Optimization exercise on an open flow, not production practice.
RTL: at most simulated, not proved equivalent.
Function not checked: runs 2 and 4.
Power: default activity.

==> flow/design.v, too long to show whole: its modules and the start of the top module <==
// module crc_next: 157 lines
// module scrambler_next: 37 lines
// module sata_link: 676 lines
module sata_link(
   trn_rsof_n, trn_reof_n, trn_rd, trn_rsrc_rdy_n,
   trn_tdst_rdy_n, trn_tdst_dsc_n, trn_csof_n, trn_ceof_n, trn_cd,
   trn_csrc_rdy_n, trn_csrc_dsc_n, txdata, txdatak,
   phyclk, host_rst, trn_rdst_rdy_n, trn_rdst_dsc_n, trn_tsof_n,
   trn_teof_n, trn_td, trn_tsrc_rdy_n, trn_tsrc_dsc_n, trn_cdst_rdy_n,
   trn_cdst_dsc_n, txdatak_pop, rxdata, rxdatak, linkup
   );
  // ...
==> flow/flow/run.sh <==
#!/bin/bash
# Layout flow: the standard ORFS flow (standard.sh, unchanged synthesis,
# floorplan, power grid, placement, CTS and routing) with two extra ORFS
# settings:
#  - port buffers are sky130_fd_sc_hd__buf_2 instead of the delay cell
#    buffer_ports picks by default (BUFFER_PORTS_ARGS);
#  - the resizer may change a cell's footprint (MATCH_CELL_FOOTPRINT=0), so
#    port buffers and gates on critical paths can be sized freely.
# The full output of the run goes to standard.log in the work folder.
set -euo pipefail
bash standard.sh \
  "BUFFER_PORTS_ARGS=-buffer_cell sky130_fd_sc_hd__buf_2" \
  MATCH_CELL_FOOTPRINT=0 \
  finish > standard.log 2>&1
==> flow/standard.sh <==
#!/bin/bash
# synth_recipe.tcl (not shown) runs the flow's synth.tcl, then flattens the netlist and writes it again
# the make line also repeats each setting of config.mk as NAME=value (left out here)
make -C /OpenROAD-flow-scripts/flow DESIGN_CONFIG=/design/flow/config.mk WORK_HOME=/design/flow/orfs CLKGATE_MAP_FILE= SYNTH_SCRIPT=/design/flow/synth_recipe.tcl "${@:-finish}"
==> flow/config.mk <==
export PLATFORM = sky130hd
export DESIGN_NAME = sata_link
export DESIGN_NICKNAME = sata_link
export VERILOG_FILES = /design/flow/design.v
export SDC_FILE = /design/flow/constraint.sdc
export NUM_CORES = 4
export LEC_CHECK = 0
export CAP_MARGIN = 20
export CORE_MARGIN = 2
export CORE_UTILIZATION = 45
export CTS_CLUSTER_DIAMETER = 100
export CTS_CLUSTER_SIZE = 25
export PLACE_DENSITY = 0.6
export SETUP_SLACK_MARGIN = 3.4
export SLEW_MARGIN = 20
export TNS_END_PERCENT = 10
==> flow/constraint.sdc <==
create_clock -name core_clock -period 6.5 [get_ports {phyclk}]
set_input_delay 1.3000 -clock core_clock [delete_from_list [all_inputs] [get_ports {phyclk}]]
set_output_delay 1.3000 -clock core_clock [all_outputs]
set_load 0.01 [all_outputs]
==> summary.txt, run 1 <==
Run status
  • Outcome: no timing/DRC/antenna violations

Die
  • Well Taps: approximately 1,900

Setup path
  • WS Path Type: primary input to flop
  • Origin of the worst setup path: host_rst
  • CP Cell Sequence: buf_2, nor2_4, buf_4, o21ai_2, a21oi_1, nand3_1, or4_1, a22oi_1, o21ai_1
  • Critical Path Stages: 9

Final layout
  • Sequential cell area share: 59.4%
  • Clk cell area share: 3.31%
  • Signal buf overhead: approximately 3.4%
  • Buffers excl. clock: ~310
  • Antenna fix cells: 3

Synth
  • Netlist cell types: 96

Drt
  • Final WL: 191 mm
  • DR iter-0 viols: between 5,000 and 6,000
  • Wire length on met3: 17.4 mm

CTS
  • Clk Latency, worst-skew pair: 0.75 ns
  • Post_cts resized: 116

Flow run
  • Max-cap violation count: 0

Worst hold path
  • Worst Hold Endpoint: rd_do2[6]$_DFF_P_

Power and ir drop
  • Pwr dens: 387 mW/mm²
  • Switching pwr: 9460 µW

Global route
  • First-pass GRT wire length: 275 mm
  • GR Overflow Total: 0

Timing
  • Max Fclk: 0.312 GHz

Placed design
  • Gpl congestion: 0.966
==> module sata_link, before the edit <==
module sata_link(
   trn_rsof_n, trn_reof_n, trn_rd, trn_rsrc_rdy_n,
   trn_tdst_rdy_n, trn_tdst_dsc_n, trn_csof_n, trn_ceof_n, trn_cd,
   trn_csrc_rdy_n, trn_csrc_dsc_n, txdata, txdatak,
   phyclk, host_rst, trn_rdst_rdy_n, trn_rdst_dsc_n, trn_tsof_n,
   trn_teof_n, trn_td, trn_tsrc_rdy_n, trn_tsrc_dsc_n, trn_cdst_rdy_n,
   trn_cdst_dsc_n, txdatak_pop, rxdata, rxdatak, linkup
   );
localparam [31:0]
  P_ALIGN              = 32'h7B4A_4ABC,
  P_CONT               = 32'h9999_AA7C,
  P_DMAT               = 32'h3636_B57C,
  P_EOF                = 32'hD5D5_B57C,
  P_HOLD               = 32'hD5D5_AA7C,
  P_HOLDA              = 32'h9595_AA7C,
  P_PMNAK              = 32'hF5F5_957C,
  P_PMREQ_P            = 32'h1717_B57C,
  P_PMREQ_S            = 32'h7575_957C,
  P_R_ERR              = 32'h5656_B57C,
  P_R_IP               = 32'h5555_B57C,
  P_R_OK               = 32'h3535_B57C,
  P_R_RDY              = 32'h4A4A_957C,
  P_SOF                = 32'h3737_B57C,
  P_SYNC               = 32'hB5B5_957C,
  P_WTRM               = 32'h5858_B57C,
  P_X_RDY              = 32'h5757_B57C;
localparam [3:0]
  C_R_OK  = 4'h1,
  C_R_ERR = 4'h2,
  C_SYNC  = 4'h3,
  C_GOOD  = 4'h4,
  C_BAD   = 4'h5,
  C_SRCV  = 4'h6;
localparam [3:0]
  K_OTHER   = 4'd0,
  K_X_RDY   = 4'd1,
  K_PMREQ_P = 4'd2,
  K_PMREQ_S = 4'd3,
  K_SYNC    = 4'd4,
  K_R_RDY   = 4'd5,
  K_HOLD    = 4'd6,
  K_R_OK    = 4'd7,
  K_R_ERR   = 4'd8,
  K_SOF     = 4'd9,
  K_HOLDA   = 4'd10,
  K_EOF     = 4'd11,
  K_WTRM    = 4'd12;
   input         phyclk;
   input         host_rst;
   output        trn_rsof_n;
   output        trn_reof_n;
   output [31:0] trn_rd;
   output        trn_rsrc_rdy_n;
   input         trn_rdst_rdy_n;
   input         trn_rdst_dsc_n;
   input         trn_tsof_n;
   input         trn_teof_n;
   input [31:0]  trn_td;
   input         trn_tsrc_rdy_n;
   output        trn_tdst_rdy_n;
   input         trn_tsrc_dsc_n;
   output        trn_tdst_dsc_n;
   output        trn_csof_n;
   output        trn_ceof_n;
   output [31:0] trn_cd;
   output        trn_csrc_rdy_n;
   input         trn_cdst_rdy_n;
   output        trn_csrc_dsc_n;
   input         trn_cdst_dsc_n;
   output [31:0] txdata;
   output        txdatak;
   input         txdatak_pop;
   input [31:0]  rxdata;
   input         rxdatak;
   input         linkup;
   localparam integer NS = 28;
   localparam [NS-1:0] ONE = 1;
   localparam integer
     S_IDLE               = 0,
     S_H_SENDCHKRDY       = 1,
     S_L_SENDSOF          = 2,
     S_L_SENDDATA         = 3,
     S_L_RCVRHOLD         = 4,
     S_L_SENDHOLD         = 5,
     S_L_SENDCRC          = 6,
     S_L_SENDEOF          = 7,
     S_L_WAIT             = 8,
     S_L_SYNCESCAPE       = 9,
     S_L_RCVWAITFIFO      = 10,
     S_L_RCVCHKRDY        = 11,
     S_L_RCVDATA          = 12,
     S_L_HOLD             = 13,
     S_L_RCVHOLD          = 14,
     S_L_RCVEOF           = 15,
     S_L_GOODCRC          = 16,
     S_L_GOODEND          = 17,
     S_L_BADEND           = 18,
     S_PM_DENY            = 19,
     S_L_SEND_RCV         = 20,
     S_L_SEND_SYNC        = 21,
     S_L_SEND_RERR        = 22,
     S_L_SEND_ROK         = 23,
     S_L_RCV_SYNC         = 24,
     S_L_RCV_GOOD         = 25,
     S_L_RCV_BAD          = 26,
     S_L_RCV_ABORT        = 27;
   reg        cs_kvalid;
   reg        cs_kchar;
   reg [31:0] cs_char;
   reg        cs_cont_mask;
   reg k_xrdy, k_pmreq, k_sync, k_rrdy, k_hold, k_rok, k_rerr, k_sof,
       k_holda, k_eof, k_wtrm;
   always @(posedge phyclk)
     begin
        if (host_rst)
          begin
             cs_cont_mask <= 1'b0;
             cs_kchar     <= 1'b0;
             cs_kvalid    <= 1'b0;
             k_xrdy  <= 1'b0; k_pmreq <= 1'b0; k_sync  <= 1'b0; k_rrdy  <= 1'b0;
             k_hold  <= 1'b0; k_rok   <= 1'b0; k_rerr  <= 1'b0; k_sof   <= 1'b0;
             k_holda <= 1'b0; k_eof   <= 1'b0; k_wtrm  <= 1'b0;
          end
        else if (rxdatak && rxdata == P_CONT)
          begin
             cs_cont_mask <= 1'b1;
             cs_kvalid    <= 1'b1;
          end
        else if (rxdatak && rxdata == P_ALIGN)
          begin
             cs_kvalid    <= 1'b0;
          end
        else if (rxdatak || ~cs_cont_mask)
          begin
             cs_cont_mask <= 1'b0;
             cs_kvalid    <= 1'b1;
             cs_kchar     <= rxdatak;
             cs_char      <= rxdata;
             k_xrdy  <= rxdatak && rxdata == P_X_RDY;
             k_pmreq <= rxdatak && (rxdata == P_PMREQ_P || rxdata == P_PMREQ_S);
             k_sync  <= rxdatak && rxdata == P_SYNC;
             k_rrdy  <= rxdatak && rxdata == P_R_RDY;
             k_hold  <= rxdatak && rxdata == P_HOLD;
             k_rok   <= rxdatak && rxdata == P_R_OK;
             k_rerr  <= rxdatak && rxdata == P_R_ERR;
             k_sof   <= rxdatak && rxdata == P_SOF;
             k_holda <= rxdatak && rxdata == P_HOLDA;
             k_eof   <= rxdatak && rxdata == P_EOF;
             k_wtrm  <= rxdatak && rxdata == P_WTRM;
          end
     end
   wire k = cs_kchar;
   reg [33:0] tmem [0:15];      
   reg [3:0]  tcnt;
   reg        t_empty;          
   reg        t_low;            
   reg        t_full;           
   reg        rd_sof, rd_eof;   
   reg [NS-1:0] st, ns;
   wire rdy_low = t_low;
   wire trn_rd_rdy1 = rdy_low && rd_eof;
   wire trn_rd_rdy2 = ~rdy_low && ~rd_eof;
   wire trn_rd_rdy  = trn_rd_rdy1 || trn_rd_rdy2;
   always @(*)
     begin
        ns = {NS{1'b0}};
        if (st[S_IDLE])
          begin
             if (rd_sof && ~t_empty) ns[S_H_SENDCHKRDY] = 1'b1;
             else if (k_xrdy) ns[S_L_RCVWAITFIFO] = 1'b1;
             else if (k_pmreq) ns[S_PM_DENY] = 1'b1;
             else ns[S_IDLE] = 1'b1;
          end
        if (st[S_L_SYNCESCAPE])
          begin
             if (k_sync || k_xrdy) ns[S_IDLE] = 1'b1;
             else ns[S_L_SYNCESCAPE] = 1'b1;
          end
        if (st[S_PM_DENY])
          begin
             if (k) ns[S_IDLE] = 1'b1;
             else ns[S_PM_DENY] = 1'b1;
          end
        if (st[S_H_SENDCHKRDY])
          begin
             if (k_rrdy && ~t_empty && rd_sof) ns[S_L_SENDSOF] = 1'b1;
             else if (k_xrdy) ns[S_L_SEND_RCV] = 1'b1;
             else ns[S_H_SENDCHKRDY] = 1'b1;
          end
        if (st[S_L_SEND_RCV])
          begin
             if (~trn_cdst_rdy_n) ns[S_L_RCVWAITFIFO] = 1'b1;
             else ns[S_L_SEND_RCV] = 1'b1;
          end
        if (st[S_L_SENDSOF])
          begin
             if (k_sync) ns[S_L_SEND_SYNC] = 1'b1;
             else if (~t_empty && rd_sof && txdatak_pop) ns[S_L_SENDDATA] = 1'b1;
             else ns[S_L_SENDSOF] = 1'b1;
          end
        if (st[S_L_SENDDATA])
          begin
             if (trn_rd_rdy2 && k_hold) ns[S_L_RCVRHOLD] = 1'b1;
             else if (rdy_low && ~rd_eof && k && ~k_sync) ns[S_L_SENDHOLD] = 1'b1;
             else if (~t_empty && rd_eof && k && ~k_sync) ns[S_L_SENDCRC] = 1'b1;
             else if (k_sync) ns[S_L_SEND_SYNC] = 1'b1;
             else if (~trn_tsrc_dsc_n) ns[S_L_SYNCESCAPE] = 1'b1;
             else ns[S_L_SENDDATA] = 1'b1;
          end
        if (st[S_L_RCVRHOLD])
          begin
             if (trn_rd_rdy && k && ~k_hold && ~k_sync) ns[S_L_SENDDATA] = 1'b1;
             else if (~t_empty && k_hold) ns[S_L_RCVRHOLD] = 1'b1;
             else if (~t_empty && k_sync) ns[S_L_SEND_SYNC] = 1'b1;
             else if (~trn_tsrc_dsc_n) ns[S_L_SYNCESCAPE] = 1'b1;
             else if (k_sync) ns[S_L_SEND_SYNC] = 1'b1;
             else ns[S_L_RCVRHOLD] = 1'b1;
          end
        if (st[S_L_SEND_SYNC])
          begin
             if (~trn_cdst_rdy_n) ns[S_IDLE] = 1'b1;
             else ns[S_L_SEND_SYNC] = 1'b1;
          end
        if (st[S_L_SENDHOLD])
          begin
             if (trn_rd_rdy && k && ~k_hold && ~k_sync && txdatak_pop) ns[S_L_SENDDATA] = 1'b1;
             else if (~t_empty && k_hold) ns[S_L_RCVRHOLD] = 1'b1;
             else if (k_sync) ns[S_L_SEND_SYNC] = 1'b1;
             else if (~trn_tsrc_dsc_n) ns[S_L_SYNCESCAPE] = 1'b1;
             else ns[S_L_SENDHOLD] = 1'b1;
          end
        if (st[S_L_SENDCRC])
          begin
             if (k && ~k_sync && txdatak_pop) ns[S_L_SENDEOF] = 1'b1;
             else if (k_sync) ns[S_L_SEND_SYNC] = 1'b1;
             else ns[S_L_SENDCRC] = 1'b1;
          end
        if (st[S_L_SENDEOF])
          begin
             if (k && ~k_sync && txdatak_pop) ns[S_L_WAIT] = 1'b1;
             else if (k_sync) ns[S_L_SEND_SYNC] = 1'b1;
             else ns[S_L_SENDEOF] = 1'b1;
          end
        if (st[S_L_WAIT])
          begin
             if (k_rok) ns[S_L_SEND_ROK] = 1'b1;
             else if (k_rerr) ns[S_L_SEND_RERR] = 1'b1;
             else if (k_sync) ns[S_L_SEND_SYNC] = 1'b1;
             else ns[S_L_WAIT] = 1'b1;
          end
        if (st[S_L_SEND_RERR])
          begin
             if (~trn_cdst_rdy_n) ns[S_IDLE] = 1'b1;
             else ns[S_L_SEND_RERR] = 1'b1;
          end
        if (st[S_L_SEND_ROK])
          begin
             if (~trn_cdst_rdy_n) ns[S_IDLE] = 1'b1;
             else ns[S_L_SEND_ROK] = 1'b1;
          end
        if (st[S_L_RCVWAITFIFO])
          begin
             if (k_xrdy && ~trn_rdst_rdy_n) ns[S_L_RCVCHKRDY] = 1'b1;
             else if (k && ~k_xrdy) ns[S_IDLE] = 1'b1;
             else ns[S_L_RCVWAITFIFO] = 1'b1;
          end
        if (st[S_L_RCVCHKRDY])
          begin
             if (k_xrdy) ns[S_L_RCVCHKRDY] = 1'b1;
             else if (k_sof) ns[S_L_RCVDATA] = 1'b1;
             else if (k) ns[S_IDLE] = 1'b1;
             else ns[S_L_RCVCHKRDY] = 1'b1;
          end
        if (st[S_L_RCVDATA])
          begin
             if (k_holda) ns[S_L_RCVDATA] = 1'b1;
             else if (k_eof) ns[S_L_RCVEOF] = 1'b1;
             else if (trn_rdst_rdy_n) ns[S_L_HOLD] = 1'b1;
             else if (k_hold) ns[S_L_RCVHOLD] = 1'b1;
             else if (k_wtrm) ns[S_L_BADEND] = 1'b1;
             else if (k_sync) ns[S_L_RCV_SYNC] = 1'b1;
             else if (~trn_rdst_dsc_n) ns[S_L_RCV_ABORT] = 1'b1;
             else ns[S_L_RCVDATA] = 1'b1;
          end
        if (st[S_L_HOLD])
          begin
             if (~trn_rdst_rdy_n && k_hold) ns[S_L_RCVHOLD] = 1'b1;
             else if (k_eof) ns[S_L_RCVEOF] = 1'b1;
             else if (k_sync) ns[S_L_RCV_SYNC] = 1'b1;
             else if (~trn_rdst_dsc_n) ns[S_L_RCV_ABORT] = 1'b1;
             else if (~trn_rdst_rdy_n) ns[S_L_RCVDATA] = 1'b1;
             else ns[S_L_HOLD] = 1'b1;
          end
        if (st[S_L_RCVHOLD])
          begin
             if (k_hold) ns[S_L_RCVHOLD] = 1'b1;
             else if (k_eof) ns[S_L_RCVEOF] = 1'b1;
             else if (k_sync) ns[S_L_RCV_SYNC] = 1'b1;
             else if (~trn_rdst_dsc_n) ns[S_IDLE] = 1'b1;
             else ns[S_L_RCVDATA] = 1'b1;
          end
        if (st[S_L_RCVEOF])
          begin
             if (cs2link_crc_rdy && cs2link_crc_ok) ns[S_L_GOODCRC] = 1'b1;
             else if (cs2link_crc_rdy) ns[S_L_BADEND] = 1'b1;
             else ns[S_L_RCVEOF] = 1'b1;
          end
        if (st[S_L_GOODCRC])
          begin
             if (k_sync) ns[S_L_RCV_SYNC] = 1'b1;
             else ns[S_L_RCV_GOOD] = 1'b1;
          end
        if (st[S_L_RCV_GOOD])
          begin
             if (k_sync) ns[S_L_RCV_SYNC] = 1'b1;
             else if (~trn_cdst_rdy_n && trn_cdst_dsc_n) ns[S_L_GOODEND] = 1'b1;
             else if (~trn_cdst_rdy_n && ~trn_cdst_dsc_n) ns[S_L_RCV_ABORT] = 1'b1;
             else ns[S_L_RCV_GOOD] = 1'b1;
          end
        if (st[S_L_GOODEND])
          begin
             if (k_sync) ns[S_IDLE] = 1'b1;
             else ns[S_L_GOODEND] = 1'b1;
          end
        if (st[S_L_BADEND])
          begin
             if (k_sync) ns[S_L_RCV_BAD] = 1'b1;
             else ns[S_L_BADEND] = 1'b1;
          end
        if (st[S_L_RCV_ABORT])
          begin
             if (trn_cdst_dsc_n) ns[S_IDLE] = 1'b1;
             else ns[S_L_RCV_ABORT] = 1'b1;
          end
        if (st[S_L_RCV_SYNC])
          begin
             if (~trn_cdst_rdy_n) ns[S_IDLE] = 1'b1;
             else ns[S_L_RCV_SYNC] = 1'b1;
          end
        if (st[S_L_RCV_BAD])
          begin
             if (~trn_cdst_rdy_n) ns[S_IDLE] = 1'b1;
             else ns[S_L_RCV_BAD] = 1'b1;
          end
     end
   always @(posedge phyclk)
     if (host_rst || ~linkup)
       st <= ONE << S_IDLE;
     else
       st <= ns;
   wire st_stat = st[S_L_SEND_RCV] | st[S_L_SEND_SYNC] | st[S_L_SEND_ROK] |
                  st[S_L_SEND_RERR] | st[S_L_RCV_SYNC] | st[S_L_RCV_GOOD] |
                  st[S_L_RCV_BAD];
   reg        c_n;              
   reg [2:0]  cd;
   reg        trn_tfifo_rst;
   reg        tdst_dsc_n;
   always @(posedge phyclk)
     begin
        c_n           <= ~st_stat;
        trn_tfifo_rst <= st_stat | ~linkup;
        cd[0] <= st[S_L_SEND_ROK] | st[S_L_SEND_SYNC] | st[S_L_RCV_SYNC] | st[S_L_RCV_BAD];
        cd[1] <= st[S_L_SEND_RERR] | st[S_L_SEND_SYNC] | st[S_L_RCV_SYNC] | st[S_L_SEND_RCV];
        cd[2] <= st[S_L_RCV_GOOD] | st[S_L_RCV_BAD] | st[S_L_SEND_RCV];
        tdst_dsc_n <= ~(st[S_L_RCVWAITFIFO] | st[S_L_RCVCHKRDY] | st[S_L_RCVDATA] |
                        st[S_L_HOLD]        | st[S_L_RCVHOLD]   | st[S_L_RCVEOF]  |
                        st[S_L_GOODCRC]     | st[S_L_GOODEND]   | st[S_L_BADEND]  |
                        st[S_L_RCV_ABORT]   | st[S_L_RCV_SYNC]  | st[S_L_RCV_GOOD] |
                        st[S_L_RCV_BAD]);
     end
   assign trn_csrc_rdy_n = c_n;
   assign trn_csof_n     = c_n;
   assign trn_ceof_n     = c_n;
   assign trn_csrc_dsc_n = 1'b1;
   assign trn_cd         = {29'h0, cd};
   assign trn_tdst_dsc_n = tdst_dsc_n;
   wire ns_k = ~(ns[S_L_SENDDATA] | ns[S_L_SENDCRC]);
   reg [31:0] ns_char;
   always @(*)
     ns_char = ({32{ns[S_PM_DENY]}}      & P_PMNAK) |
               ({32{ns[S_H_SENDCHKRDY]}} & P_X_RDY) |
               ({32{ns[S_L_SENDSOF]}}    & P_SOF)   |
               ({32{ns[S_L_SENDEOF]}}    & P_EOF)   |
               ({32{ns[S_L_RCVRHOLD] | ns[S_L_RCVHOLD]}} & P_HOLDA) |
               ({32{ns[S_L_SENDHOLD] | ns[S_L_HOLD]}}    & P_HOLD)  |
               ({32{ns[S_L_WAIT]}}       & P_WTRM)  |
               ({32{ns[S_L_RCVCHKRDY]}}  & P_R_RDY) |
               ({32{ns[S_L_RCVDATA] | ns[S_L_RCVEOF] | ns[S_L_GOODCRC] | ns[S_L_RCV_GOOD]}} & P_R_IP) |
               ({32{ns[S_L_GOODEND]}}    & P_R_OK)  |
               ({32{ns[S_L_BADEND]}}     & P_R_ERR) |
               ({32{ns[S_IDLE] | ns[S_L_SYNCESCAPE] | ns[S_L_RCVWAITFIFO] |
                    ns[S_L_SEND_RCV] | ns[S_L_SEND_SYNC] | ns[S_L_SEND_RERR] |
                    ns[S_L_SEND_ROK] | ns[S_L_RCV_SYNC] | ns[S_L_RCV_BAD] |
                    ns[S_L_RCV_ABORT]}} & P_SYNC);
   wire ns_sof = ns[S_L_SENDSOF];
   wire ns_eof = ns[S_L_SENDEOF];
   reg  lk;                      
   reg  lk_sof, lk_eof;          
   reg  tx_sync;
   always @(posedge phyclk)
     begin
        lk      <= ns_k;
        lk_sof  <= ns_sof;
        lk_eof  <= ns_eof;
        tx_sync <= ns[S_L_SEND_SYNC] & ~st[S_L_SEND_SYNC];
     end
   wire cs_sof   = st[S_L_RCVCHKRDY] && k_sof;
   wire rcv_st   = st[S_L_RCVDATA] | st[S_L_HOLD] | st[S_L_RCVHOLD];
   wire cs_eof   = rcv_st && k_eof;
   wire cs_datav = rcv_st && ~k;
   reg  [15:0] rscr;
   wire [31:0] rscr_out;
   scrambler_next rx_scr (.now(rscr), .next(rscr_out));
   always @(posedge phyclk)
     if (cs_sof)
       rscr <= 16'hF0F6;
     else if (cs_datav && cs_kvalid)
       rscr <= rscr_out[31:16];
   reg [31:0] r_wr_di;
   reg        r_wr_sof, r_wr_eof, r_wr_en;
   always @(posedge phyclk)
     begin
        if (cs_sof)
          begin
             r_wr_en  <= 1'b1;
             r_wr_sof <= 1'b1;
             r_wr_eof <= 1'b0;
             r_wr_di  <= 32'h0;
          end
        else if (cs_datav && cs_kvalid)
          begin
             r_wr_en  <= 1'b1;
             r_wr_sof <= 1'b0;
             r_wr_eof <= 1'b0;
             r_wr_di  <= rscr_out ^ cs_char;
          end
        else if (cs_eof)
          begin
             r_wr_en  <= 1'b1;
             r_wr_sof <= 1'b0;
             r_wr_eof <= 1'b1;
          end
        else
          r_wr_en <= 1'b0;
     end
   reg [33:0] rmem [0:15];      
   reg [3:0]  rcnt;
   wire r_empty = rcnt == 4'hf;
   wire r_afull = rcnt == 4'hc || rcnt == 4'hd;
   wire r_full  = rcnt == 4'he;
   wire r_rd_en = r_afull | (r_wr_eof && ~r_empty);
   wire [33:0] r_dout = rmem[rcnt];
   always @(posedge phyclk)
     if (r_wr_en)
       begin : rshift
          integer i;
          for (i = 15; i > 0; i = i - 1)
            rmem[i] <= rmem[i-1];
          rmem[0] <= {r_wr_sof, r_wr_eof, r_wr_di};
       end
   always @(posedge phyclk)
     if (host_rst)
       rcnt <= 4'hf;
     else if (r_wr_en && ~r_rd_en && ~r_full)
       rcnt <= rcnt + 1'b1;
     else if (~r_wr_en && r_rd_en && ~r_empty)
       rcnt <= rcnt - 1'b1;
   reg        rd_sof1, rd_sof2, rd_sof3;
   reg [31:0] rd_do1, rd_do2;
   reg        rd_rdy1, rd_rdy2, rd_rdy3;
   reg [31:0] trn_rd_q;
   reg        rsrc_rdy_n, rsof_n, reof_n;
   reg        eof_sent;
   wire       r_rd_eof = r_dout[32];
   wire       rdy_case = rd_rdy3 && ~eof_sent;
   always @(posedge phyclk)
     begin
        rd_sof1 <= r_dout[33];
        rd_do1  <= r_dout[31:0];
        rd_rdy1 <= r_rd_en;
        rd_sof2 <= rd_sof1;
        rd_do2  <= rd_do1;
        rd_rdy2 <= rd_rdy1;
        rd_sof3 <= rd_sof2;
        rd_rdy3 <= rd_rdy2;
        if (cs_sof)
          eof_sent <= 1'b0;
        else if (rdy_case && r_rd_eof)
          eof_sent <= 1'b1;
        trn_rd_q   <= rd_do2;
        rsrc_rdy_n <= ~rdy_case;
        rsof_n     <= ~(rdy_case && rd_sof3);
        reof_n     <= ~(rdy_case && r_rd_eof);
     end
   assign trn_rd         = trn_rd_q;
   assign trn_rsrc_rdy_n = rsrc_rdy_n;
   assign trn_rsof_n     = rsof_n;
   assign trn_reof_n     = reof_n;
   reg  [31:0] rcrc;
   wire [31:0] rcrc_next;
   crc_next rx_crc (.crc(rcrc), .data_in(r_wr_di), .new_bit(rcrc_next));
   always @(posedge phyclk)
     if (cs_sof)
       rcrc <= 32'h52325032;
     else if (r_wr_en && ~r_wr_sof && ~r_wr_eof)
       rcrc <= rcrc_next;
   reg cs2link_crc_ok, cs2link_crc_rdy;
   always @(posedge phyclk)
     if (cs_eof)
       begin
          cs2link_crc_ok  <= rcrc == r_wr_di;
          cs2link_crc_rdy <= 1'b1;
       end
     else if (cs_sof)
       begin
          cs2link_crc_ok  <= 1'b0;
          cs2link_crc_rdy <= 1'b0;
       end
   reg  afull_q;                        
   assign trn_tdst_rdy_n = trn_tsrc_rdy_n | afull_q;
   wire trn_xfer = ~trn_tsrc_rdy_n & ~afull_q;
   reg         txcs_rst;
   wire        tx_rst = txcs_rst || tx_sync;
   reg  [15:0] tscr;
   wire [31:0] tscr_out;
   scrambler_next tx_scr (.now(tscr), .next(tscr_out));
   always @(posedge phyclk)
     if (tx_rst)
       tscr <= 16'hF0F6;
     else if (trn_xfer)
       tscr <= tscr_out[31:16];
   reg  [31:0] tcrc;
   wire [31:0] tcrc_next;
   crc_next tx_crc (.crc(tcrc), .data_in(trn_td), .new_bit(tcrc_next));
   always @(posedge phyclk)
     if (tx_rst)
       tcrc <= 32'h52325032;
     else if (trn_xfer)
       tcrc <= tcrc_next;
   reg eof_reg, eof_reg_d;
   always @(posedge phyclk)
     begin
        eof_reg   <= trn_xfer && ~trn_teof_n;
        eof_reg_d <= eof_reg;
     end
   reg [31:0] wr_di;
   reg        wr_sof, wr_eof, wr_en;
   reg [31:0] wr_di_n;
   reg        wr_sof_n, wr_eof_n, wr_en_n, txcs_rst_n;
   always @(*)
     begin
        wr_di_n    = wr_di;
        wr_sof_n   = wr_sof;
        wr_eof_n   = wr_eof;
        wr_en_n    = 1'b0;
        txcs_rst_n = 1'b0;
        if (host_rst)
          txcs_rst_n = 1'b1;
        else if (trn_xfer)
          begin
             wr_en_n  = 1'b1;
             wr_di_n  = tscr_out ^ trn_td;
             wr_sof_n = ~trn_tsof_n;
             wr_eof_n = ~trn_teof_n;
          end
        else if (eof_reg_d)
          begin
             wr_en_n    = 1'b1;
             wr_di_n    = tscr_out ^ tcrc;
             txcs_rst_n = 1'b1;
          end
     end
   always @(posedge phyclk)
     begin
        wr_di    <= wr_di_n;
        wr_sof   <= wr_sof_n;
        wr_eof   <= wr_eof_n;
        wr_en    <= wr_en_n;
        txcs_rst <= txcs_rst_n;
     end
   reg [7:0] align_cnt;
   reg       as_q;               
   reg       c12_q;              
   reg       lk_d1, lk_d2;
   reg       prim_insert;
   reg       char_d_eof;         
   reg       trn_eof_reg;
   reg       rd_en;              
   wire di      = c12_q & ~lk_d2;             
   wire align_rst = host_rst | ~linkup;
   wire [7:0] align_cnt_n = align_rst ? 8'd1 : align_cnt + 8'd1;
   wire as_n  = align_cnt_n == 8'd0 || align_cnt_n == 8'hff;
   wire c12_n = align_cnt_n == 8'd1 || align_cnt_n == 8'd2;
   wire di_n  = c12_n & ~lk_d1;
   reg pi_n, cde_n;
   always @(*)
     begin
        pi_n  = prim_insert;
        cde_n = char_d_eof;
        if ((as_q | di) && (lk_sof | lk_eof))
          begin
             cde_n = lk_eof;
             pi_n  = 1'b1;
          end
        else if (~as_q && di && prim_insert)
          pi_n = 1'b1;
        else if (~as_q | host_rst)
          pi_n = 1'b0;
     end
   wire eofr_n = (rd_eof && rd_en) ? 1'b1 : rd_sof ? 1'b0 : trn_eof_reg;
   wire t_rst = host_rst | trn_tfifo_rst;
   wire t_inc = wr_en & ~rd_en & ~t_full;
   wire t_dec = ~wr_en & rd_en & ~t_empty;
   wire [3:0] tcnt_a = t_inc ? tcnt + 4'd1 : t_dec ? tcnt - 4'd1 : tcnt;
   wire [3:0] tcnt_n = t_rst ? 4'hf : tcnt_a;
   reg  [3:0]  tcnt_m1;         
   wire hdec = wr_en ? (rd_en | t_full) : (rd_en & ~t_empty);
   wire hwr  = wr_en & (rd_en ? tcnt == 4'h0 : t_empty);
   wire [3:0]  hidx = hdec ? tcnt_m1 : tcnt;
   wire [33:0] head_a = hwr ? {wr_eof, wr_sof, wr_di} : tmem[hidx];
   wire [33:0] head_r = wr_en ? tmem[14] : tmem[15];
   wire [33:0] head_n = t_rst ? head_r : head_a;
   wire rd_en_n = (~ns_k & ~as_n & ~pi_n) | di_n;
   always @(posedge phyclk)
     if (wr_en)
       begin : tshift
          integer i;
          for (i = 15; i > 0; i = i - 1)
            tmem[i] <= tmem[i-1];
          tmem[0] <= {wr_eof, wr_sof, wr_di};
       end
   always @(posedge phyclk)
     begin
        tcnt    <= tcnt_n;
        rd_en   <= rd_en_n;
        tcnt_m1 <= tcnt_n - 4'd1;
        t_empty <= tcnt_n == 4'hf;
        t_low   <= tcnt_n == 4'hf || tcnt_n == 4'h0 || tcnt_n == 4'h1;
        t_full  <= tcnt_n == 4'he;
        afull_q <= tcnt_n == 4'hc || tcnt_n == 4'hd || tcnt_n == 4'he;
        rd_sof  <= head_n[32];
        rd_eof  <= head_n[33];
     end
   wire [31:0] dat_n = eofr_n ? wr_di_n : head_n[31:0];
   reg  [31:0] txdata_n;
   reg         txdatak_n;
   always @(*)
     begin
        txdatak_n = (ns_k | as_n | pi_n) && ~di_n;
        if (as_n)
          txdata_n = P_ALIGN;
        else if (pi_n && ~di_n)
          txdata_n = cde_n ? P_EOF : P_SOF;
        else if (di_n || ~ns_k)
          txdata_n = dat_n;
        else
          txdata_n = ns_char;
     end
   reg [31:0] txdata_q;
   reg        txdatak_q;
   always @(posedge phyclk)
     begin
        align_cnt   <= align_cnt_n;
        as_q        <= as_n;
        c12_q       <= c12_n;
        lk_d1       <= lk;
        lk_d2       <= lk_d1;
        prim_insert <= pi_n;
        char_d_eof  <= cde_n;
        trn_eof_reg <= eofr_n;
        txdata_q    <= txdata_n;
        txdatak_q   <= txdatak_n;
     end
   assign txdata  = txdata_q;
   assign txdatak = txdatak_q;
endmodule
==> run 2, diff against run 1 <==
--- a/flow/design.v
+++ b/flow/design.v
@@ -195,4 +195,111 @@
 		       crc_bit[10] ^ crc_bit[9]  ^ crc_bit[6]  ^ crc_bit[0];
 endmodule
+module crc_next_shared (
+   input  [31:0] crc,
+   input  [31:0] data_in,
+   output [31:0] new_bit
+   );
+   wire [31:0] b = data_in ^ crc;
+   wire t32 = b[9] ^ b[31];
+   wire t33 = b[24] ^ b[29];
+   wire t34 = b[10] ^ b[28];
+   wire t35 = b[27] ^ t32;
+   wire t36 = b[8] ^ b[30];
+   wire t37 = b[6] ^ b[7];
+   wire t38 = b[22] ^ b[25];
+   wire t39 = b[2] ^ b[14];
+   wire t40 = b[5] ^ b[21];
+   wire t41 = b[4] ^ b[20];
+   wire t42 = b[19] ^ b[26];
+   wire t43 = b[1] ^ b[17];
+   wire t44 = b[0] ^ b[16];
+   wire t45 = b[3] ^ b[15];
+   wire t46 = b[13] ^ b[18];
+   wire t47 = b[11] ^ t33;
+   wire t48 = b[12] ^ t36;
+   wire t49 = t37 ^ t39;
+   wire t50 = b[23] ^ t42;
+   wire t51 = b[7] ^ b[27];
+   wire t52 = b[8] ^ t45;
+   wire t53 = b[12] ^ t44;
+   wire t54 = b[31] ^ t34;
+   wire t55 = t33 ^ t34;
+   wire t56 = t40 ^ t41;
+   wire t57 = b[5] ^ t46;
+   wire t58 = b[4] ^ b[23];
+   wire t59 = b[24] ^ t43;
+   wire t60 = b[26] ^ b[28];
+   wire t61 = b[3] ^ t54;
+   wire t62 = b[3] ^ b[13];
+   wire t63 = b[1] ^ t56;
+   wire t64 = b[16] ^ t51;
+   wire t65 = b[2] ^ t40;
+   wire t66 = b[18] ^ b[19];
+   wire t67 = b[23] ^ t38;
+   wire t68 = b[6] ^ b[30];
+   wire t69 = b[17] ^ b[22];
+   wire t70 = b[14] ^ t35;
+   wire t71 = b[15] ^ t35;
+   wire t72 = b[1] ^ t57;
+   wire t73 = b[25] ^ t47;
+   wire t74 = b[11] ^ b[29];
+   wire t75 = b[26] ^ t55;
+   wire t76 = b[20] ^ t64;
+   wire t77 = b[24] ^ t38;
+   wire t78 = b[6] ^ t48;
+   wire t79 = b[7] ^ t52;
+   wire t80 = b[0] ^ t41;
+   wire t81 = t38 ^ t49;
+   wire t82 = t53 ^ t59;
+   wire t83 = t37 ^ t62;
+   wire t84 = t52 ^ t74;
+   wire t85 = t46 ^ t59;
+   wire t86 = t32 ^ t44;
+   wire t87 = b[2] ^ t66;
+   wire t88 = b[5] ^ b[28];
+   wire t89 = b[10] ^ t35;
+   wire t90 = b[0] ^ b[12];
+   wire t91 = b[9] ^ t58;
+   wire t92 = b[29] ^ t42;
+   wire t93 = b[18] ^ t50;
+   wire t94 = b[21] ^ t60;
+   wire t95 = t39 ^ t43;
+   wire t96 = t33 ^ t69;
+   wire t97 = b[31] ^ t87;
+   wire t98 = b[22] ^ t58;
+   wire t99 = t49 ^ t50;
+   assign new_bit[0] = (t75 ^ (t53 ^ (t68 ^ (b[25] ^ t32))));
+   assign new_bit[1] = ((((b[27] ^ b[28]) ^ t37) ^ (b[9] ^ (b[11] ^ b[13]))) ^ t82);
+   assign new_bit[2] = (t85 ^ (t86 ^ ((b[26] ^ t36) ^ t49)));
+   assign new_bit[3] = (t89 ^ (((b[25] ^ t66) ^ t95) ^ t79));
+   assign new_bit[4] = (((t45 ^ t80) ^ t73) ^ (t78 ^ t97));
+   assign new_bit[5] = (t63 ^ (t83 ^ ((b[0] ^ b[19]) ^ t55)));
+   assign new_bit[6] = (t81 ^ ((t36 ^ t74) ^ t63));
+   assign new_bit[7] = (t79 ^ ((t44 ^ t55) ^ (t65 ^ t67)));
+   assign new_bit[8] = (t61 ^ (t98 ^ (t90 ^ ((b[11] ^ b[8]) ^ t43))));
+   assign new_bit[9] = (t72 ^ (t91 ^ ((b[12] ^ b[2]) ^ t47)));
+   assign new_bit[10] = ((t86 ^ t92) ^ (t88 ^ (t39 ^ t62)));
+   assign new_bit[11] = (t82 ^ (((b[25] ^ t41) ^ (t45 ^ t60)) ^ t70));
+   assign new_bit[12] = ((t65 ^ (t90 ^ (b[4] ^ t68))) ^ (t71 ^ t85));
+   assign new_bit[13] = (((b[16] ^ b[19]) ^ t61) ^ (t72 ^ t81));
+   assign new_bit[14] = (t99 ^ ((b[17] ^ t41) ^ t84));
+   assign new_bit[15] = ((t48 ^ t56) ^ (t64 ^ (t45 ^ (b[9] ^ (b[18] ^ b[24])))));
+   assign new_bit[16] = (((b[4] ^ (b[0] ^ b[13])) ^ (t40 ^ t42)) ^ (t48 ^ t96));
+   assign new_bit[17] = (t72 ^ (((b[20] ^ t68) ^ t67) ^ t70));
+   assign new_bit[18] = (((b[24] ^ (b[15] ^ b[21])) ^ t54) ^ t99);
+   assign new_bit[19] = (t76 ^ (t52 ^ (t38 ^ t47)));
+   assign new_bit[20] = (((b[25] ^ (b[16] ^ b[17])) ^ t48) ^ (t91 ^ t94));
+   assign new_bit[21] = (t89 ^ (t96 ^ (b[26] ^ t57)));
+   assign new_bit[22] = (t93 ^ ((t47 ^ t53) ^ t70));
+   assign new_bit[23] = (t71 ^ (t92 ^ ((b[6] ^ (b[13] ^ b[20])) ^ (t43 ^ t44))));
+   assign new_bit[24] = (t76 ^ (t95 ^ (t34 ^ (b[30] ^ (b[18] ^ b[21])))));
+   assign new_bit[25] = (t97 ^ (((b[21] ^ b[28]) ^ t69) ^ t84));
+   assign new_bit[26] = ((t61 ^ t93) ^ (t80 ^ (b[6] ^ t77)));
+   assign new_bit[27] = (t73 ^ ((t51 ^ t50) ^ t63));
+   assign new_bit[28] = (t78 ^ (t77 ^ (((b[20] ^ b[27]) ^ t60) ^ t65)));
+   assign new_bit[29] = ((t67 ^ t83) ^ (t94 ^ (b[29] ^ t35)));
+   assign new_bit[30] = (t75 ^ (t98 ^ (t51 ^ (b[14] ^ t36))));
+   assign new_bit[31] = (t73 ^ ((t88 ^ (b[23] ^ t36)) ^ t71));
+endmodule
 module scrambler_next (
    input  [15:0] now,
@@ -732,5 +839,5 @@
    reg  [31:0] rcrc;
    wire [31:0] rcrc_next;
-   crc_next rx_crc (.crc(rcrc), .data_in(r_wr_di), .new_bit(rcrc_next));
+   crc_next_shared rx_crc (.crc(rcrc), .data_in(r_wr_di), .new_bit(rcrc_next));
    always @(posedge phyclk)
      if (cs_sof)
@@ -780,4 +887,5 @@
    reg        wr_sof, wr_eof, wr_en;
    reg [31:0] wr_di_n;
+   wire [31:0] wr_src = trn_xfer ? trn_td : tcrc;
    reg        wr_sof_n, wr_eof_n, wr_en_n, txcs_rst_n;
    always @(*)
@@ -793,5 +901,5 @@
           begin
              wr_en_n  = 1'b1;
-             wr_di_n  = tscr_out ^ trn_td;
+             wr_di_n  = tscr_out ^ wr_src;
              wr_sof_n = ~trn_tsof_n;
              wr_eof_n = ~trn_teof_n;
@@ -800,5 +908,5 @@
           begin
              wr_en_n    = 1'b1;
-             wr_di_n    = tscr_out ^ tcrc;
+             wr_di_n    = tscr_out ^ wr_src;
              txcs_rst_n = 1'b1;
           end
==> flow/flow/run.sh (replaced) <==
#!/bin/bash
# Layout flow: the standard ORFS flow (standard.sh: unchanged synthesis,
# floorplan, power grid, placement, CTS and routing) with three extra ORFS
# settings:
#  - port buffers are sky130_fd_sc_hd__buf_2 instead of the delay cell
#    buffer_ports picks by default (BUFFER_PORTS_ARGS);
#  - the resizer may change a cell's footprint (MATCH_CELL_FOOTPRINT=0), so
#    port buffers and gates on critical paths can be sized freely;
#  - CTS clusters up to 25 sinks within 100 um and adds no dummy loads
#    (CTS_ARGS; the other arguments are the ones cts.tcl uses by default).
# The full output of the run goes to standard.log in the work folder.
set -euo pipefail
bash standard.sh \
  "BUFFER_PORTS_ARGS=-buffer_cell sky130_fd_sc_hd__buf_2" \
  MATCH_CELL_FOOTPRINT=0 \
  "CTS_ARGS=-sink_clustering_enable -repair_clock_nets -sink_clustering_size 25 -sink_clustering_max_diameter 100 -dont_use_dummy_load" \
  finish > standard.log 2>&1
--- a/flow/config.mk
+++ b/flow/config.mk
@@ -8,8 +8,8 @@
 export CAP_MARGIN = 20
 export CORE_MARGIN = 2
-export CORE_UTILIZATION = 45
+export CORE_UTILIZATION = 55
 export CTS_CLUSTER_DIAMETER = 100
 export CTS_CLUSTER_SIZE = 25
-export PLACE_DENSITY = 0.6
+export PLACE_DENSITY = 0.65
 export SETUP_SLACK_MARGIN = 3.4
 export SLEW_MARGIN = 20
==> summary.txt, run 2 <==
Final layout
  • Synthesis-to-finish area growth: 8.60% (was 10.6%)
  • Cell area after layout: 0.0685 mm² (was 0.0694 mm²)
  • Layout cells sized above 1: 12.3% (was 12.9%)
  • Largest regs: rmem: 544 flops, tmem: 544 flops (unchanged)
  • Fin nets: 4,954 (was 4,926)
  • Highest-count cells in the layout ignoring fill and taps: edfxtp_1, xnor2_1, dfxtp_1 (unchanged)
  • Most common cell after layout, fill and taps aside: edfxtp_1 (unchanged)
  • # fillers: 8,963 (was 12,027)

Global route
  • Grt peak-use layer: met2 (unchanged)
  • GR Overflow Total: 0 (unchanged)
  • Vias in the first global route: 39,340 (was 39,052)
  • First-pass GRT wire length: 268 mm (was 275 mm)
  • Met2 GRT Util: 48.9% (was 40.2%)
  • Global-route usage over all layers: 31.1% (was 26.2%)
  • Met1 usage: 42.3% (was 37.0%)
  • Initial antenna violation count: 7 (was 9)
  • Largest net degree at the start of global routing: 132 (was 199)
  • Met3 Track Usage GR: 4.97% (was 4.39%)

Power and ir drop
  • Clock share of power: 20.3% (was 20.4%)
  • Peak supply drop: 0.502 mV (was 0.527 mV)
  • Design Power: 24,100 µW (was 26,800 µW)
  • Internal: 16,300 µW (was 17,400 µW)
  • Flop pwr share: 48.0% (was 43.6%)
  • Pwr dens: 352 mW/mm² (was 387 mW/mm²)
  • Switching pwr: 7830 µW (was 9460 µW)
  • Leakage Power: 0.0228 µW (was 0.0231 µW)
  • Combinational fraction of design power: 31.7% (was 36.0%)
  • Sw Share: 32.5% (was 35.3%)

Timing
  • Final hold violations: 0 (unchanged)
  • Slew headroom: 28.9% (was 22.7%)
  • Fin Setup TNS: 0 ns (unchanged)
  • Final Cycle Share: 50.7% (was 49.3%)
  • Setup-failing EPs final: 0 (unchanged)
  • Max Fclk: 0.303 GHz (was 0.312 GHz)
  • Worst clock skew: 0.0733 ns (was 0.0641 ns)
  • Tmin final: 3.30 ns (was 3.21 ns)
  • Final Max Slew Viols: 0 (unchanged)
  • RSZ-0062 raised after global routing: yes (unchanged)
  • Worst hold margin: 0.326 ns (was 0.325 ns)
  • Final WS setup: 3.20 ns (was 3.29 ns)
  • Worst-Margin Slew: 1.06 ns (was 1.15 ns)

Synth
  • Synth warn: 3 (unchanged)
  • Post-synth top area share: 51.9% (was 52.1%)
  • Post-synth top flop: edfxtp_1 (unchanged)
  • Post-synthesis sequential area ratio: 65.4% (was 65.7%)
  • Post-Syn Instances: 4,749 (was 4,691)
  • Ys async rst share: 0% (unchanged)
  • Synth top area cells: edfxtp_1, dfxtp_1, xnor2_1 (unchanged)
  • Post-Syn Area: 0.0631 mm² (was 0.0628 mm²)
  • Syn Area/Cell: 13.3 µm² (was 13.4 µm²)
  • Synth area leader: edfxtp_1 (unchanged)
  • FF+latch count, synth: 1,516 (unchanged)
  • Count leader, synth: edfxtp_1 (unchanged)
  • Netlist cell types: 92 (was 96)
  • Synth cell count leaders: edfxtp_1, xnor2_1, dfxtp_1, nand2_1, nor2_1 (was edfxtp_1, xnor2_1, dfxtp_1, a22oi_1, nand2_1)
  • EDFF count, synth: 1,089 (unchanged)

Drt
  • Wire length per cell: 29.1 µm (was 28.2 µm)
  • Final WL: 185 mm (was 191 mm)
  • Via density: 6.45 (was 6.08)
  • Post-route DRC: 0 (unchanged)
  • Antenna Nets Post-Route: 0 (unchanged)
  • Via count: 41,119 (was 41,159)
  • Pre-antenna DRT Iters: 7 (was 9)
  • DR iter-0 viols: 5,600 (was 5,866)

CTS
  • H-tree depth: 3 (unchanged)
  • Root buf cell: clkbuf_16 (unchanged)
  • Clk Latency, worst-skew pair: 0.72 ns (was 0.75 ns)
  • Max clock buf depth: 3 (unchanged)
  • CTS Hold Bufs: 0 (unchanged)
  • Reg clk slew, reported paths: 0.10 ns (was 0.11 ns)
  • CTS sink count: 1,516 (unchanged)
  • TritonCTS Buffers: 72 (was 73)
  • CTS tree: done (unchanged)

Placed design
  • Detailed Place HPWL: 121 mm (was 127 mm)
  • IO buf count: 152 (unchanged)
  • Gpl congestion: 0.963 (was 0.966)
  • Post-place setup slack: 2.11 ns (was 1.89 ns)
  • Placed cell areas: 0.0656 mm² (was 0.0658 mm²)

Die
  • Core Rows: 124 (was 137)
  • Die X: 343 µm (was 378 µm)
  • Vert. Die Dim: 343 µm (was 378 µm)
  • Die Area: 0.117 mm² (was 0.143 mm²)
  • Placeable Area: 0.114 mm² (was 0.139 mm²)
  • Initial Util: 55.3% (was 45.2%)
  • Number of I/O pins: 183 (unchanged)

Setup path
  • Critical path fanouts, max: 12 (was 21)
  • Critical Path Source Type: flop (was primary input)
  • Worst endpoint required time: 7.10 ns (was 7.11 ns)
  • WS Path Type: flop to flop (was primary input to flop)
  • Crit end category: flop (unchanged)
  • Arr. time, crit path: 3.90 ns (was 3.82 ns)
  • R2r setup slk: 3.20 ns (was 3.33 ns)

Flow run
  • Max-cap violation count: 0 (unchanged)

Run status
  • Outcome: no timing/DRC/antenna violations (unchanged)

Worst hold path
  • Hold/Removal Path Class: flop to flop (unchanged)
-- run 2: stage by stage --
stage	std cells	util, %
5_1_grt	6370	60.0
3_5_place_dp	6245	57.5
3_3_place_gp	6245	57.5
4_1_cts	6361	59.9
2_1_floorplan	4777	-
6_report	6371	60.1
-- run 2: per-layer routing --
layer | up-vias | share of wire, %
met5 | - | 0.016
met4 | 4 | 5.7
met3 | 425 | 8.9
met2 | 2358 | 46
met1 | 20451 | 39
li1 | 17881 | -
-- run 2: critical path, stage by stage (launching register included) --
cell	delay [ns]
dfxtp_4	0.42
o21a_1	0.28
nor3_1	0.41
nor2_4	0.13
buf_4	0.24
nor2_1	0.73
a21boi_0	0.27
nand4bb_1	0.17
o221ai_1	0.24
a21oi_1	0.21
o21a_1	0.12
-- run 2: path summary, 6_finish.rpt --
path	start	depth (start not counted)	to
hold reg to reg	eof_reg$_DFF_P_	0	eof_reg_d$_DFF_P_
hold / removal	eof_reg$_DFF_P_	0	eof_reg_d$_DFF_P_
setup / recovery	rd_en$_DFF_P_	10	txdata_q[13]$_SDFF_PP0_
setup reg to reg	rd_en$_DFF_P_	10	txdata_q[13]$_SDFF_PP0_
-- run 2: cells by family after synthesis --
kind of cell | count (synthesis) | share of synthesized area [%]
flip-flops | 1516 | 65.4
AO/OA/AOI/OAI | 1017 | 11.8
AND/OR/NAND/NOR | 982 | 7.47
XOR/XNOR | 779 | 10.9
buffers and inverters | 344 | 2.50
multiplexers | 91 | 1.55
adder cells (fa/ha/maj) | 18 | 0.357
other | 2 | 0.0119
-- run 2: power groups by stage --
| stage | registers (µW) | logic (µW) | clock network (µW) |
|---|---|---|---|
| after floorplan | 11500 | 5630 | 0 |
| after global placement | 11700 | 7430 | 0 |
| after detailed placement | 11700 | 7430 | 0 |
| after CTS | 11500 | 7570 | 4990 |
| after global routing | 11600 | 8170 | 5280 |
| final | 11600 | 7640 | 4900 |
-- run 2: final cells by class --
| class | count | area [µm²] | share of cell area (%) |
|---|---|---|---|
| antenna | 2 | 5.00 | 0.00731 |
| clock buffer | 72 | 1800 | 2.63 |
| inverter | 48 | 183 | 0.267 |
| multi-input combinational | 2925 | 21200 | 30.9 |
| sequential | 1516 | 41300 | 60.3 |
| tap | 1512 | 1890 | 2.76 |
| timing repair buffer | 296 | 2140 | 3.13 |
-- run 2: timing repair --
action | CTS | global route
resized for setup | 111 | 24
gates cloned | 10 | 0
endpoints found under the hold margin | 0 | 0
setup buffers | 34 | 8
setup endpoints to repair | 82 | 83
pin swaps | 17 | 7
==> run 3, diff against run 2 <==
--- a/flow/design.v
+++ b/flow/design.v
@@ -858,5 +858,6 @@
        end
    reg  afull_q;                        
-   assign trn_tdst_rdy_n = trn_tsrc_rdy_n | afull_q;
+   reg  afull_nq;                       
+   assign trn_tdst_rdy_n = trn_tsrc_rdy_n | ~afull_nq;
    wire trn_xfer = ~trn_tsrc_rdy_n & ~afull_q;
    reg         txcs_rst;
@@ -980,4 +981,5 @@
         t_full  <= tcnt_n == 4'he;
         afull_q <= tcnt_n == 4'hc || tcnt_n == 4'hd || tcnt_n == 4'he;
+        afull_nq <= ~(tcnt_n == 4'hc || tcnt_n == 4'hd || tcnt_n == 4'he);
         rd_sof  <= head_n[32];
         rd_eof  <= head_n[33];
--- a/flow/config.mk
+++ b/flow/config.mk
@@ -12,5 +12,5 @@
 export CTS_CLUSTER_SIZE = 25
 export PLACE_DENSITY = 0.65
-export SETUP_SLACK_MARGIN = 3.4
+export SETUP_SLACK_MARGIN = 3.6
 export SLEW_MARGIN = 20
 export TNS_END_PERCENT = 10
==> summary.txt, run 3 <==
Final layout
  • Utilization after layout: 60.7% (was 60.1%)
  • Layout cells sized above 1: 13.0% (was 12.3%)
  • Synthesis-to-finish area growth: 9.57% (was 8.60%)
  • Largest regs: rmem: 544 flops, tmem: 544 flops (unchanged)
  • Highest-count cells in the layout ignoring fill and taps: edfxtp_1, xnor2_1, dfxtp_1 (unchanged)
  • Fin nets: 4,886 (was 4,954)
  • Most common cell after layout, fill and taps aside: edfxtp_1 (unchanged)

Synth
  • Post-Synth Adder-Cell Area: 0.361% (was 0.357%)
  • Simple-gate share of the synthesized area: 7.34% (was 7.47%)
  • Netlist cell types: 96 (was 92)
  • Compound-Gate Fraction of Synth Area: 11.5% (was 11.8%)
  • Synth top area cells: edfxtp_1, dfxtp_1, xnor2_1 (unchanged)
  • Post-synthesis sequential area ratio: 66.2% (was 65.4%)
  • Proportion of synthesized area in mux cells: 1.15% (was 1.55%)
  • Post-Syn Area: 0.0623 mm² (was 0.0631 mm²)
  • Synth warn: 3 (unchanged)
  • Ys async rst share: 0% (unchanged)
  • FF+latch count, synth: 1,517 (was 1,516)
  • Post-Syn Instances: 4,634 (was 4,749)
  • Post-synth top area share: 52.5% (was 51.9%)
  • Synth cell count leaders: edfxtp_1, xnor2_1, dfxtp_1, nand2_1, a22oi_1 (was edfxtp_1, xnor2_1, dfxtp_1, nand2_1, nor2_1)
  • Post-synth top flop: edfxtp_1 (unchanged)
  • EDFF count, synth: 1,089 (unchanged)
  • Syn Area/Cell: 13.4 µm² (was 13.3 µm²)
  • Largest family of logic cells by synthesized area: compound AO/OA/AOI/OAI gates (unchanged)
  • Synth Area in XOR/XNOR: 11.1% (was 10.9%)
  • Synth area leader: edfxtp_1 (unchanged)
  • Count leader, synth: edfxtp_1 (unchanged)

CTS
  • Root buf cell: clkbuf_16 (unchanged)
  • CTS tree: done (unchanged)
  • CTS Hold Bufs: 0 (unchanged)
  • Reg clk slew, reported paths: 0.10 ns (about the same)
  • Clk Latency, worst-skew pair: 0.69 ns (was 0.72 ns)
  • TritonCTS Buffers: 72 (unchanged)
  • H-tree depth: 3 (unchanged)
  • CTS sink count: 1,517 (was 1,516)
  • Max clock buf depth: 3 (unchanged)

Die
  • Core Rows: 123 (was 124)
  • Die X: 341 µm (was 343 µm)
  • Die Area: 0.116 mm² (was 0.117 mm²)
  • Number of I/O pins: 183 (unchanged)
  • Vert. Die Dim: 341 µm (was 343 µm)
  • Initial Util: 55.4% (was 55.3%)
  • Placeable Area: 0.112 mm² (was 0.114 mm²)

Placed design
  • Detailed Place HPWL: 116 mm (was 121 mm)
  • Post-place setup slack: 2.01 ns (was 2.11 ns)
  • Gpl congestion: 0.934 (was 0.963)
  • IO buf count: 152 (unchanged)

Drt
  • Pre-antenna DRT Iters: 6 (was 7)
  • Post-route DRC: 0 (unchanged)
  • Via density: 6.42 (was 6.45)
  • Wire length per cell: 28.8 µm (was 29.1 µm)
  • Antenna Nets Post-Route: 0 (unchanged)
  • Via count: 40,373 (was 41,119)
  • Final WL: 181 mm (was 185 mm)
  • DR iter-0 viols: 6,041 (was 5,600)

Power and ir drop
  • Leakage Power: 0.0234 µW (was 0.0228 µW)
  • Peak supply drop: 0.607 mV (was 0.502 mV)
  • Pwr dens: 360 mW/mm² (was 352 mW/mm²)

Global route
  • Initial antenna violation count: 9 (was 7)
  • First-pass GRT wire length: 263 mm (was 268 mm)
  • Largest net degree at the start of global routing: 184 (was 132)
  • GR Overflow Total: 0 (unchanged)
  • Vias in the first global route: 38,720 (was 39,340)
  • Global-route usage over all layers: 30.7% (was 31.1%)

Timing
  • Max Fclk: 0.310 GHz (was 0.303 GHz)
  • Final Max Slew Viols: 0 (unchanged)
  • Final WS setup: 3.28 ns (was 3.20 ns)
  • Tmin final: 3.22 ns (was 3.30 ns)
  • Worst-Margin Slew: 1.08 ns (was 1.06 ns)
  • Final hold violations: 0 (unchanged)
  • Final Cycle Share: 49.6% (was 50.7%)
  • Worst clock skew: 0.0833 ns (was 0.0733 ns)
  • Worst hold margin: 0.326 ns (about the same)
  • RSZ-0062 raised after global routing: yes (unchanged)
  • Slew headroom: 27.6% (was 28.9%)
  • Setup-failing EPs final: 0 (unchanged)
  • Fin Setup TNS: 0 ns (unchanged)

Setup path
  • Critical Path Source Type: primary input (was flop)
  • Crit end category: flop (unchanged)
  • Critical path fanouts, max: 50 (was 12)
  • Arr. time, crit path: 3.80 ns (was 3.90 ns)
  • WS Path Type: primary input to flop (was flop to flop)
  • Worst endpoint required time: 7.07 ns (was 7.10 ns)

Run status
  • Outcome: no timing/DRC/antenna violations (unchanged)

Flow run
  • Max-cap violation count: 0 (unchanged)

Worst hold path
  • Hold/Removal Path Class: flop to flop (unchanged)
[run 3: cell types whose count changed after synthesis, moves of 11 or more]
cell | previous run | this run
xor2_1 | 167 | 155
a211oi_1 | 70 | 59
nor2_1 | 273 | 247
nand4_1 | 44 | 56
o21ai_1 | 2 | 13
a22o_1 | 82 | 67
a221oi_1 | 74 | 60
nor3_1 | 62 | 38
a22oi_1 | 212 | 259
mux2_2 | 53 | 39
xnor2_1 | 609 | 621
nand2_1 | 292 | 278
[run 3: cell type report]
cell class	instances	area, µm²
antenna	2	5.00
clock buffer	72	1800
fill	8691	44200
sequential	1517	41300
multi-input combinational	2822	20500
tap	1500	1880
inverter	40	156
timing repair buffer	338	2610
[run 3: stage by stage]
stage	instance area [µm²]	std cells	total power (µW)
2_1_floorplan	62800	4662	17000
3_3_place_gp	64800	6122	19600
3_5_place_dp	64800	6123	19600
4_1_cts	68100	6288	24500
5_1_grt	68300	6289	25400
6_report	68300	6291	24500
[run 3: worst paths after layout]
path | startpoint | to | slack (ns) | cells past startpoint
setup / recovery | trn_tsrc_rdy_n | txdata_q[6]$_SDFF_PP0_ | 3.28 | 9
hold / removal | rd_do1[9]$_DFF_P_ | rd_do2[9]$_DFF_P_ | 0.33 | 0
setup reg to reg | rd_eof$_DFF_P_ | txdata_q[23]$_SDFF_PP0_ | 3.36 | 12
hold reg to reg | rd_do1[9]$_DFF_P_ | rd_do2[9]$_DFF_P_ | 0.33 | 0
[run 3: critical path, stage by stage]
cell and delay (ns):
buf_2 0.12, nor2_4 0.09, buf_4 0.48, mux2i_1 0.63
xnor2_1 0.22, xnor2_1 0.43, o21ai_0 0.19, o2111ai_1 0.23
nand2_1 0.07
[run 3: where the power goes]
part	switching (µW)	leakage, µW	internal, µW
Clock	2890	0.000887	1990
Combinational	4810	0.00836	3340
Sequential	550	0.0141	11000
[run 3: metal layers]
metal  vias up  wire [µm]  share of wire (%)  track usage [%]
met5         -        187               0.10                0
met4        14       6930                3.8             10.4
met3       402      19100                 11             6.01
met2      2408      81100                 45             46.7
met1     20002      73800                 41             44.3
li1      17547          -                  -                -
[run 3: what timing repair did]
| item | CTS | global route |
|---|---|---|
| resized for setup | 159 | 15 |
| endpoints found under the hold margin | 0 | 0 |
| setup endpoints to repair | 165 | 121 |
| cloned | 12 | 0 |
| buffers inserted | 81 | 1 |
| pin swaps | 48 | 1 |
[run 3: kinds of logic (layout without fill, tap and decap cells)]
logic type / Yosys count / in the layout
fa+ha+maj: 18 / 18
flops: 1517 / 1517
mux: 67 / 67
buf+inv: 328 / 450
other cells: 2 / 32
xor+xnor: 781 / 781
compound gates: 991 / 991
simple gates: 930 / 935
==> run 4, diff against run 3 <==
--- a/flow/design.v
+++ b/flow/design.v
@@ -957,6 +957,6 @@
    wire [3:0] tcnt_n = t_rst ? 4'hf : tcnt_a;
    reg  [3:0]  tcnt_m1;         
-   wire hdec = wr_en ? (rd_en | t_full) : (rd_en & ~t_empty);
-   wire hwr  = wr_en & (rd_en ? tcnt == 4'h0 : t_empty);
+   reg         hdec;            
+   reg         hwr;             
    wire [3:0]  hidx = hdec ? tcnt_m1 : tcnt;
    wire [33:0] head_a = hwr ? {wr_eof, wr_sof, wr_di} : tmem[hidx];
@@ -964,4 +964,8 @@
    wire [33:0] head_n = t_rst ? head_r : head_a;
    wire rd_en_n = (~ns_k & ~as_n & ~pi_n) | di_n;
+   wire full_n  = tcnt_n == 4'he;
+   wire empty_n = tcnt_n == 4'hf;
+   wire hdec_n  = wr_en_n ? (rd_en_n | full_n) : (rd_en_n & ~empty_n);
+   wire hwr_n   = wr_en_n & (rd_en_n ? tcnt_n == 4'h0 : empty_n);
    always @(posedge phyclk)
      if (wr_en)
@@ -977,4 +981,6 @@
         rd_en   <= rd_en_n;
         tcnt_m1 <= tcnt_n - 4'd1;
+        hdec    <= hdec_n;
+        hwr     <= hwr_n;
         t_empty <= tcnt_n == 4'hf;
         t_low   <= tcnt_n == 4'hf || tcnt_n == 4'h0 || tcnt_n == 4'h1;
==> summary.txt, run 4 <==
Run status
  • Outcome: no timing/DRC/antenna violations (unchanged)

Global route
  • First-pass GRT wire length: 268 mm (was 263 mm)
  • GR Overflow Total: 0 (unchanged)
  • Vias in the first global route: 38,702 (was 38,720)
  • Global-route usage over all layers: 30.8% (was 30.7%)
  • Met1 usage: 47.6% (was 44.3%)
  • Met2 GRT Util: 43.5% (was 46.7%)
  • Initial antenna violation count: 11 (was 9)
  • Met3 Track Usage GR: 6.97% (was 6.01%)
  • Grt peak-use layer: met1 (was met2)
  • Largest net degree at the start of global routing: 181 (was 184)

Synth
  • FF+latch count, synth: 1,519 (was 1,517)
  • Synth top area cells: edfxtp_1, dfxtp_1, xnor2_1 (unchanged)
  • Post-synthesis sequential area ratio: 64.8% (was 66.2%)
  • Synth area leader: edfxtp_1 (unchanged)
  • Ys async rst share: 0% (unchanged)
  • Post-Syn Instances: 4,766 (was 4,634)
  • Syn Area/Cell: 13.4 µm² (about the same)
  • Post-synth top flop: edfxtp_1 (unchanged)
  • Post-synth top area share: 51.3% (was 52.5%)
  • EDFF count, synth: 1,089 (unchanged)
  • Count leader, synth: edfxtp_1 (unchanged)
  • Synth warn: 3 (unchanged)
  • Synth cell count leaders: edfxtp_1, xnor2_1, dfxtp_1, a22oi_1, nand2_1 (was edfxtp_1, xnor2_1, dfxtp_1, nand2_1, a22oi_1)
  • Post-Syn Area: 0.0638 mm² (was 0.0623 mm²)
  • Netlist cell types: 104 (was 96)

Timing
  • Worst hold margin: 0.300 ns (was 0.326 ns)
  • RSZ-0062 raised after global routing: yes (unchanged)
  • Worst clock skew: 0.0506 ns (was 0.0833 ns)
  • Final Max Slew Viols: 0 (unchanged)
  • Fin Setup TNS: 0 ns (unchanged)
  • Worst-Margin Slew: 1.04 ns (was 1.08 ns)
  • Final Cycle Share: 47.6% (was 49.6%)
  • Slew headroom: 30.0% (was 27.6%)
  • Final hold violations: 0 (unchanged)
  • Max Fclk: 0.323 GHz (was 0.310 GHz)
  • Tmin final: 3.09 ns (was 3.22 ns)
  • Setup-failing EPs final: 0 (unchanged)

Die
  • Number of I/O pins: 183 (unchanged)
  • Die X: 344 µm (was 341 µm)
  • Vert. Die Dim: 344 µm (was 341 µm)
  • Placeable Area: 0.115 mm² (was 0.112 mm²)
  • Core Rows: 124 (was 123)
  • Die Area: 0.119 mm² (was 0.116 mm²)
  • Initial Util: 55.6% (was 55.4%)

Final layout
  • Largest regs: rmem: 544 flops, tmem: 544 flops (unchanged)
  • Final Non-Filler Cells: 6,366 (was 6,291)
  • Highest-count cells in the layout ignoring fill and taps: edfxtp_1, xnor2_1, dfxtp_1 (unchanged)
  • Most common cell after layout, fill and taps aside: edfxtp_1 (unchanged)
  • Layout cells sized above 1: 13.1% (was 13.0%)
  • Synthesis-to-finish area growth: 8.83% (was 9.57%)
  • Fin nets: 4,947 (was 4,886)
  • Cell area after layout: 0.0694 mm² (was 0.0683 mm²)

Setup path
  • Worst path max stage delay: 0.41 ns (was 0.63 ns)
  • Reg2reg start: tscr[14]$_SDFFE_PP1P_ (was rd_eof$_DFF_P_)
  • CP Cell Sequence: clkbuf_4, or2_2, buf_4, nand2_1, a21boi_0, xor2_1, o21ai_0, a211o_1, o311a_1 (was buf_2, nor2_4, buf_4, mux2i_1, xnor2_1, xnor2_1, o21ai_0, o2111ai_1, nand2_1)
  • CP delay by family, top: compound AO/OA/AOI/OAI gates (was XOR/XNOR gates)
  • Critical path fanouts, max: 38 (was 50)
  • Slowest CP cell: xor2_1 (was mux2i_1)
  • Arr. time, crit path: 3.65 ns (was 3.80 ns)
  • WS Path Type: primary input to flop (unchanged)
  • Critical Path Source Type: primary input (unchanged)
  • Origin of the worst setup path: trn_tsrc_rdy_n (unchanged)
  • Worst endpoint required time: 7.06 ns (was 7.07 ns)
  • Crit end category: flop (unchanged)
  • Worst path bufs/invs: 2 (unchanged)

Drt
  • Final WL: 187 mm (was 181 mm)
  • Via count: 41,776 (was 40,373)
  • Antenna Nets Post-Route: 0 (unchanged)
  • Post-route DRC: 0 (unchanged)
  • Via density: 6.56 (was 6.42)
  • Pre-antenna DRT Iters: 6 (unchanged)
  • Wire length per cell: 29.4 µm (was 28.8 µm)
  • DR iter-0 viols: 6,510 (was 6,041)

CTS
  • TritonCTS Buffers: 72 (unchanged)
  • H-tree depth: 3 (unchanged)
  • Reg clk slew, reported paths: 0.10 ns (about the same)
  • CTS sink count: 1,519 (was 1,517)
  • Max clock buf depth: 3 (unchanged)
  • CTS Hold Bufs: 0 (unchanged)
  • CTS tree: done (unchanged)
  • Root buf cell: clkbuf_16 (unchanged)
  • Clk Latency, worst-skew pair: 0.69 ns (about the same)

Placed design
  • Placed cell areas: 0.0663 mm² (was 0.0648 mm²)
  • Detailed Place HPWL: 124 mm (was 116 mm)
  • DP Cell Count: 6,244 (was 6,123)
  • IO buf count: 152 (unchanged)
  • Gpl congestion: 0.965 (was 0.934)

Power and ir drop
  • Peak supply drop: 0.461 mV (was 0.607 mV)
  • Pwr dens: 348 mW/mm² (was 360 mW/mm²)
  • Leakage Power: 0.0217 µW (was 0.0234 µW)
  • Design Power: 24,200 µW (was 24,500 µW)

Worst hold path
  • HP Start: rd_do1[0]$_DFF_P_ (was rd_do1[9]$_DFF_P_)
  • Hold/Removal Path Class: flop to flop (unchanged)

Flow run
  • Max-cap violation count: 0 (unchanged)
[run 4: cell types whose count changed after synthesis, moves of 18 or more]
cell / delta
nand3_1: -18
nand2_1: -45
xnor2_1: -69
o21ai_0: +27
nor3_1: +25
nand3b_1: +18
xnor3_1: +20
a211oi_1: -19
[run 4: power by group]
| group | leakage [µW] | total [µW] | internal, µW | switching (µW) |
|---|---|---|---|---|
| clock network | 0.000887 | 4900 | 1990 | 2910 |
| logic | 0.00885 | 7580 | 3270 | 4310 |
| registers | 0.0119 | 11700 | 11000 | 674 |
[run 4: what timing repair did]
item | CTS | global route
endpoints found under the setup margin | 109 | 442
setup buffers | 30 | 14
resized for setup | 90 | 101
pin swaps | 19 | 15
cloned | 1 | 2
[run 4: metrics by stage]
stage	util [%]	setup WS, ns
6_report	60.5	3.41
2_1_floorplan	-	0.961
5_1_grt	60.5	3.39
3_5_place_dp	57.8	1.87
4_1_cts	60.0	3.44
3_3_place_gp	57.8	1.86
[run 4: final cells by class]
type | instances | area [µm²]
Fill cell | 8988 | 45300
Sequential cell | 1519 | 41300
Multi-Input combinational cell | 2911 | 22000
Timing Repair Buffer | 292 | 2180
Tap cell | 1512 | 1890
Clock buffer | 72 | 1800
Inverter | 57 | 214
Antenna cell | 3 | 7.51
[run 4: metal layers]
metal	part of all wire, %	up-vias
li1	-	18009
met1	43	20860
met2	42	2556
met3	12	341
met4	2.9	10
met5	0.027	-
[run 4: cell families (layout without fill, tap and decap cells)]
family,count (synthesis),after routing,share of synthesized area (%)
other,2,33,0.0118
flip-flops,1519,1519,64.8
adder cells (fa/ha/maj),17,17,0.334
AO/OA/AOI/OAI,1038,1038,11.8
buffers and inverters,365,421,2.50
XOR/XNOR,762,762,11.2
multiplexers,94,94,1.58
AND/OR/NAND/NOR,969,970,7.68
[run 4: final timing paths]
check                                 end  slack [ns]  cells past startpoint
setup / recovery  txdata_q[21]$_SDFF_PP0_        3.41                      9
setup reg to reg  txdata_q[28]$_SDFF_PP1_        3.48                      7
hold / removal          rd_do2[0]$_DFF_P_        0.30                      0
hold reg to reg         rd_do2[0]$_DFF_P_        0.30                      0
